Background: an optimization exercise with open tools, aiming at small area. Do not read the settings as production practice. Function was checked by simulation only, so behaviour that the tests miss may differ from the original. No driver is modelled on the clock port, so clock power and skew are understated where the tree is cut down; a real chip needs a root buffer or a tree. Power is estimated from default activity; no workload was simulated.

// cpu
module cpu (
  input  logic        rst_n,
  input  logic        boot_mode,
  input  logic        clk,
  input  logic [23:0] counter,
  output wire  [7:0]  col,
  output wire  [7:0]  row,
  input  logic [15:0] dout,
  output logic [10:0] pc_out
);
  logic [4:0] op;
  logic [2:0] sss;
  assign op  = dout[7:3];
  assign sss = dout[2:0];
  logic [7:0] regs [8];
  logic       c_flag;
  logic       seq;
  logic [3:0] tgt;
  wire [7:0] isel;
  cpu_scan u_scan (.i(counter[15:13]), .sel(isel), .col(col));
  wire [7:0] ssel;
  cpu_dec3a u_sdec (.a(sss), .y(ssel));
  wire [7:0] rs;
  for (genvar b = 0; b < 8; b++) begin : g_rd
    wire [7:0] colb;
    for (genvar k = 0; k < 8; k++) begin : g_k
      assign colb[k] = regs[k][b];
    end
    cpu_mux8 u_rmux (.sel(ssel), .d(colb), .y(rs[b]));
    cpu_mux8 u_lmux (.sel(isel), .d(colb), .y(row[7-b]));
  end
  logic       l, inv, ar, px, pxn, ha, han, rr, rl, mvi;
  wire [7:0] we, wen;
  logic       cout, c_next, seq_next;
  cpu_ctrl u_ctrl (.op(op), .ssel(ssel), .c_flag(c_flag), .cout(cout),
                   .l(l), .inv(inv), .ar(ar), .px(px), .pxn(pxn), .ha(ha), .han(han),
                   .rr(rr), .rl(rl), .mvi(mvi), .we(we), .wen(wen),
                   .c_next(c_next), .seq_next(seq_next));
  wire [7:0] w;
  wire [8:0] cc;
  assign cc[0] = op[2];
  for (genvar b = 0; b < 8; b++) begin : g_alu
    if (b == 0) begin : g_e0
      cpu_alu_e0 u (.rs(rs[b]), .r0(regs[0][b]), .rsp(rs[(b+1)%8]), .rsm(rs[(b+7)%8]),
                    .imm(dout[b]), .c(cc[b]), .l(l), .inv(inv), .ar(ar), .px(px), .ha(ha),
                    .rr(rr), .rl(rl), .mvi(mvi), .w(w[b]), .cn_out(cc[b+1]));
    end else if (b % 2 == 0 && b < 4) begin : g_el
      cpu_alu_e u (.rs(rs[b]), .r0(regs[0][b]), .rsp(rs[(b+1)%8]), .rsm(rs[(b+7)%8]),
                   .imm(dout[b]), .c(cc[b]), .l(l), .inv(inv), .ar(ar), .px(px), .ha(ha),
                   .rr(rr), .rl(rl), .mvi(mvi), .w(w[b]), .cn_out(cc[b+1]));
  ...
For scale: roughly 370 cells after synthesis, about 70 I/O pins.
==> module cpu_dec3a, before the edit <==
module cpu_dec3a (
  input  wire [2:0] a,
  output wire [7:0] y
);
  wire [2:0] an;
  for (genvar j = 0; j < 3; j++) begin : g_inv
    cpu_inv u (.a(a[j]), .y(an[j]));
  end
  cpu_and3 u0 (.a(an[2]), .b(an[1]), .c(an[0]), .x(y[0]));
  cpu_and3 u1 (.a(an[2]), .b(an[1]), .c(a[0]),  .x(y[1]));
  cpu_and3 u2 (.a(an[2]), .b(a[1]),  .c(an[0]), .x(y[2]));
  cpu_and3 u3 (.a(an[2]), .b(a[1]),  .c(a[0]),  .x(y[3]));
  cpu_and3 u4 (.a(a[2]),  .b(an[1]), .c(an[0]), .x(y[4]));
  cpu_and3 u5 (.a(a[2]),  .b(an[1]), .c(a[0]),  .x(y[5]));
  cpu_and3 u6 (.a(a[2]),  .b(a[1]),  .c(an[0]), .x(y[6]));
  cpu_and3 u7 (.a(a[2]),  .b(a[1]),  .c(a[0]),  .x(y[7]));
endmodule
==> module cpu, before the edit <==
module cpu (
  input  logic        rst_n,
  input  logic        boot_mode,
  input  logic        clk,
  input  logic [23:0] counter,
  output wire  [7:0]  col,
  output wire  [7:0]  row,
  input  logic [15:0] dout,
  output logic [10:0] pc_out
);
  logic [4:0] op;
  logic [2:0] sss;
  assign op  = dout[7:3];
  assign sss = dout[2:0];
  logic [7:0] regs [8];
  logic       c_flag;
  logic       seq;
  logic [3:0] tgt;
  wire [7:0] isel;
  cpu_scan u_scan (.i(counter[15:13]), .sel(isel), .col(col));
  wire [7:0] ssel;
  cpu_dec3a u_sdec (.a(sss), .y(ssel));
  wire [7:0] rs;
  for (genvar b = 0; b < 8; b++) begin : g_rd
    wire [7:0] colb;
    for (genvar k = 0; k < 8; k++) begin : g_k
      assign colb[k] = regs[k][b];
    end
    cpu_mux8 u_rmux (.sel(ssel), .d(colb), .y(rs[b]));
    cpu_mux8 u_lmux (.sel(isel), .d(colb), .y(row[7-b]));
  end
  logic       l, inv, ar, px, pxn, ha, han, rr, rl, mvi;
  wire [7:0] we, wen;
  logic       cout, c_next, seq_next;
  cpu_ctrl u_ctrl (.op(op), .ssel(ssel), .c_flag(c_flag), .cout(cout),
                   .l(l), .inv(inv), .ar(ar), .px(px), .pxn(pxn), .ha(ha), .han(han),
                   .rr(rr), .rl(rl), .mvi(mvi), .we(we), .wen(wen),
                   .c_next(c_next), .seq_next(seq_next));
  wire [7:0] w;
  wire [8:0] cc;
  assign cc[0] = op[2];
  for (genvar b = 0; b < 8; b++) begin : g_alu
    if (b == 0) begin : g_e0
      cpu_alu_e0 u (.rs(rs[b]), .r0(regs[0][b]), .rsp(rs[(b+1)%8]), .rsm(rs[(b+7)%8]),
                    .imm(dout[b]), .c(cc[b]), .l(l), .inv(inv), .ar(ar), .px(px), .ha(ha),
                    .rr(rr), .rl(rl), .mvi(mvi), .w(w[b]), .cn_out(cc[b+1]));
    end else if (b % 2 == 0 && b < 4) begin : g_el
      cpu_alu_e u (.rs(rs[b]), .r0(regs[0][b]), .rsp(rs[(b+1)%8]), .rsm(rs[(b+7)%8]),
                   .imm(dout[b]), .c(cc[b]), .l(l), .inv(inv), .ar(ar), .px(px), .ha(ha),
                   .rr(rr), .rl(rl), .mvi(mvi), .w(w[b]), .cn_out(cc[b+1]));
    end else if (b % 2 == 0) begin : g_eh
      cpu_alu_eh u (.rs(rs[b]), .r0(regs[0][b]), .rsp(rs[(b+1)%8]), .rsm(rs[(b+7)%8]),
                    .c(cc[b]), .l(l), .inv(inv), .ar(ar), .px(px), .ha(ha),
                    .rr(rr), .rl(rl), .w(w[b]), .cn_out(cc[b+1]));
    end else if (b < 4) begin : g_ol
      cpu_alu_o u (.rs(rs[b]), .r0(regs[0][b]), .rsp(rs[(b+1)%8]), .rsm(rs[(b+7)%8]),
                   .imm(dout[b]), .cn(cc[b]), .l(l), .inv(inv), .ar(ar), .pxn(pxn), .han(han),
                   .rr(rr), .rl(rl), .mvi(mvi), .w(w[b]), .c_out(cc[b+1]));
    end else begin : g_oh
      cpu_alu_oh u (.rs(rs[b]), .r0(regs[0][b]), .rsp(rs[(b+1)%8]), .rsm(rs[(b+7)%8]),
                    .cn(cc[b]), .l(l), .inv(inv), .ar(ar), .pxn(pxn), .han(han),
                    .rr(rr), .rl(rl), .w(w[b]), .c_out(cc[b+1]));
    end
  end
  assign cout = cc[8];
  wire  [7:0] rnext [8];
  for (genvar k = 0; k < 8; k++) begin : g_wr
    for (genvar b = 0; b < 8; b++) begin : g_b
      cpu_a22o u (.a1(w[b]), .a2(we[k]), .b1(regs[k][b]), .b2(wen[k]), .x(rnext[k][b]));
    end
  end
  wire [10:0] pc;
  cpu_pc u_pc (.seq(seq), .tgt(tgt), .q(pc_out), .pc(pc));
  always_ff @(posedge clk or negedge rst_n) begin
    if (!rst_n) begin
      for (int k = 0; k < 8; k++) regs[k] <= 8'd0;
      c_flag <= 1'b0;
      seq    <= 1'b0;
      tgt    <= 4'd0;
      pc_out <= 11'd0;
    end else begin
      for (int k = 0; k < 8; k++) regs[k] <= rnext[k];
      c_flag <= c_next;
      seq    <= seq_next;
      tgt    <= dout[3:0];
      pc_out <= pc;
    end
  end
endmodule
export LEC_CHECK = 0
export CAP_MARGIN = 20
export CORE_MARGIN = 2
export CORE_UTILIZATION = 60
export GPL_TIMING_DRIVEN = 0
export SLEW_MARGIN = 20
export SYNTH_HIERARCHICAL = 1
create_clock -name core_clock -period 4.5 [get_ports {clk}]
standard.sh (not shown) runs the stock make flow with config.mk's settings and CLKGATE_MAP_FILE= SYNTH_SCRIPT=/design/flow/synth_recipe.tcl, a recipe that flattens the netlist after the stock synthesis.
==> flow/flow/run.sh <==
#!/bin/bash
# Own layout flow: the standard synthesis, then every combinational cell
# set to its smallest drive strength, then the standard layout steps with
# plain buf_1 port buffers, synthesis buffers removed, and a clock tree of
# clkbuf_4 without dummy loads. Hooks: post_place.tcl sizes the reset port
# buffer; clocktree.tcl rebalances the clock tree's leaves. Each tool's output goes to its own log here.
set -euo pipefail
bash standard.sh synth > synth.log 2>&1
res=orfs/results/$FLOW_PLATFORM/cpu/base
SYNTH_ODB=$res/1_synth.odb openroad -no_init -exit flow/downsize.tcl > downsize.log 2>&1
bash standard.sh finish REMOVE_ABC_BUFFERS=1 \
  POST_GLOBAL_PLACE_TCL=$PWD/flow/post_place.tcl POST_CTS_TCL=$PWD/flow/clocktree.tcl \
  "BUFFER_PORTS_ARGS=-buffer_cell sky130_fd_sc_hd__buf_1" \
  "CTS_ARGS=-sink_clustering_enable -repair_clock_nets -dont_use_dummy_load -buf_list sky130_fd_sc_hd__clkbuf_4" \
  > finish.log 2>&1
Other scripts of this flow, unchanged in this note and not shown: flow/flow/clocktree.tcl, flow/flow/downsize.tcl, flow/flow/post_place.tcl
The first run finished clean.
Rerun with:
--- a/flow/design.v
+++ b/flow/design.v
@@ -60,26 +60,27 @@
   assign y = ~((a1 & a2) | (b1 & b2) | c1);
 endmodule
 module cpu_a222oi (input logic a1, a2, b1, b2, c1, c2, output wire y);
   assign y = ~((a1 & a2) | (b1 & b2) | (c1 & c2));
 endmodule
-module cpu_dec3a (
+module cpu_dec3 (
   input  wire [2:0] a,
   output wire [7:0] y
 );
   wire [2:0] an;
+  wire [3:0] hn;    
   for (genvar j = 0; j < 3; j++) begin : g_inv
     cpu_inv u (.a(a[j]), .y(an[j]));
   end
-  cpu_and3 u0 (.a(an[2]), .b(an[1]), .c(an[0]), .x(y[0]));
-  cpu_and3 u1 (.a(an[2]), .b(an[1]), .c(a[0]),  .x(y[1]));
-  cpu_and3 u2 (.a(an[2]), .b(a[1]),  .c(an[0]), .x(y[2]));
-  cpu_and3 u3 (.a(an[2]), .b(a[1]),  .c(a[0]),  .x(y[3]));
-  cpu_and3 u4 (.a(a[2]),  .b(an[1]), .c(an[0]), .x(y[4]));
-  cpu_and3 u5 (.a(a[2]),  .b(an[1]), .c(a[0]),  .x(y[5]));
-  cpu_and3 u6 (.a(a[2]),  .b(a[1]),  .c(an[0]), .x(y[6]));
-  cpu_and3 u7 (.a(a[2]),  .b(a[1]),  .c(a[0]),  .x(y[7]));
+  cpu_nand2 u_h0 (.a(an[1]), .b(an[0]), .y(hn[0]));
+  cpu_nand2 u_h1 (.a(an[1]), .b(a[0]),  .y(hn[1]));
+  cpu_nand2 u_h2 (.a(a[1]),  .b(an[0]), .y(hn[2]));
+  cpu_nand2 u_h3 (.a(a[1]),  .b(a[0]),  .y(hn[3]));
+  for (genvar k = 0; k < 4; k++) begin : g_y
+    cpu_nor2 u0 (.a(hn[k]), .b(a[2]),  .y(y[k]));
+    cpu_nor2 u1 (.a(hn[k]), .b(an[2]), .y(y[k+4]));
+  end
 endmodule
 module cpu_scan (
   input  wire [2:0] i,
   output wire [7:0] sel,
   output wire [7:0] col
@@ -329,11 +330,11 @@
   logic       seq;
   logic [3:0] tgt;
   wire [7:0] isel;
   cpu_scan u_scan (.i(counter[15:13]), .sel(isel), .col(col));
   wire [7:0] ssel;
-  cpu_dec3a u_sdec (.a(sss), .y(ssel));
+  cpu_dec3 u_sdec (.a(sss), .y(ssel));
   wire [7:0] rs;
   for (genvar b = 0; b < 8; b++) begin : g_rd
     wire [7:0] colb;
     for (genvar k = 0; k < 8; k++) begin : g_k
       assign colb[k] = regs[k][b];
Outcome: Total power hardly moves. Synthesized area is about the same. Maximum frequency shrinks by 2.4%. Clock skew increases by 0.0041 ns. Die area is about the same. Cell count grows by 0.60%. Register-to-register slack degrades by 0.11 ns. Wire length is lower by 0.81%. Setup slack is worse by 0.11 ns. Design area hardly moves. Clock power decreases by about 3%. Hold slack gains 0.0056 ns. Synthesized cell count climbs by 1.1%.
No run of this note takes its clock network from TritonCTS; it comes from the design's own scripts or RTL.

-- what the ideal ports hide --
No port has a modelled driver above. Below, the same layouts with a new extraction and two added sets of constraints. Step 1 (the two cells are an assumption about what drives the block):
set clk [get_ports {clk}]
set_driving_cell -lib_cell sky130_fd_sc_hd__clkbuf_16 $clk
set_driving_cell -lib_cell sky130_fd_sc_hd__buf_2 [delete_from_list [all_inputs] $clk]
Step 2 times the ports against the registers' clock, not the clock port: input delays grow and output delays shrink by t, the midpoint of the rising clock arrivals with the driver on. a / b / c = ideal / step 1 / step 2; a / b = the first two.
run	shift t [ns]	slack for setup (ns)	clock arrival spread, ns	worst slew at a driven data input, ns
the first run	0.474	0.242 / 0.248 / -0.226	0.014 / 0.014	0.04
the second run	0.452	0.136 / 0.138 / -0.313	0.019 / 0.019	0.04
Met with ideal ports but missed after step 2: setup timing in the first run and the second run. For the first run, which loses most, drivers alone change the setup slack by +0.006 ns; drivers and shift together by -0.468 ns.
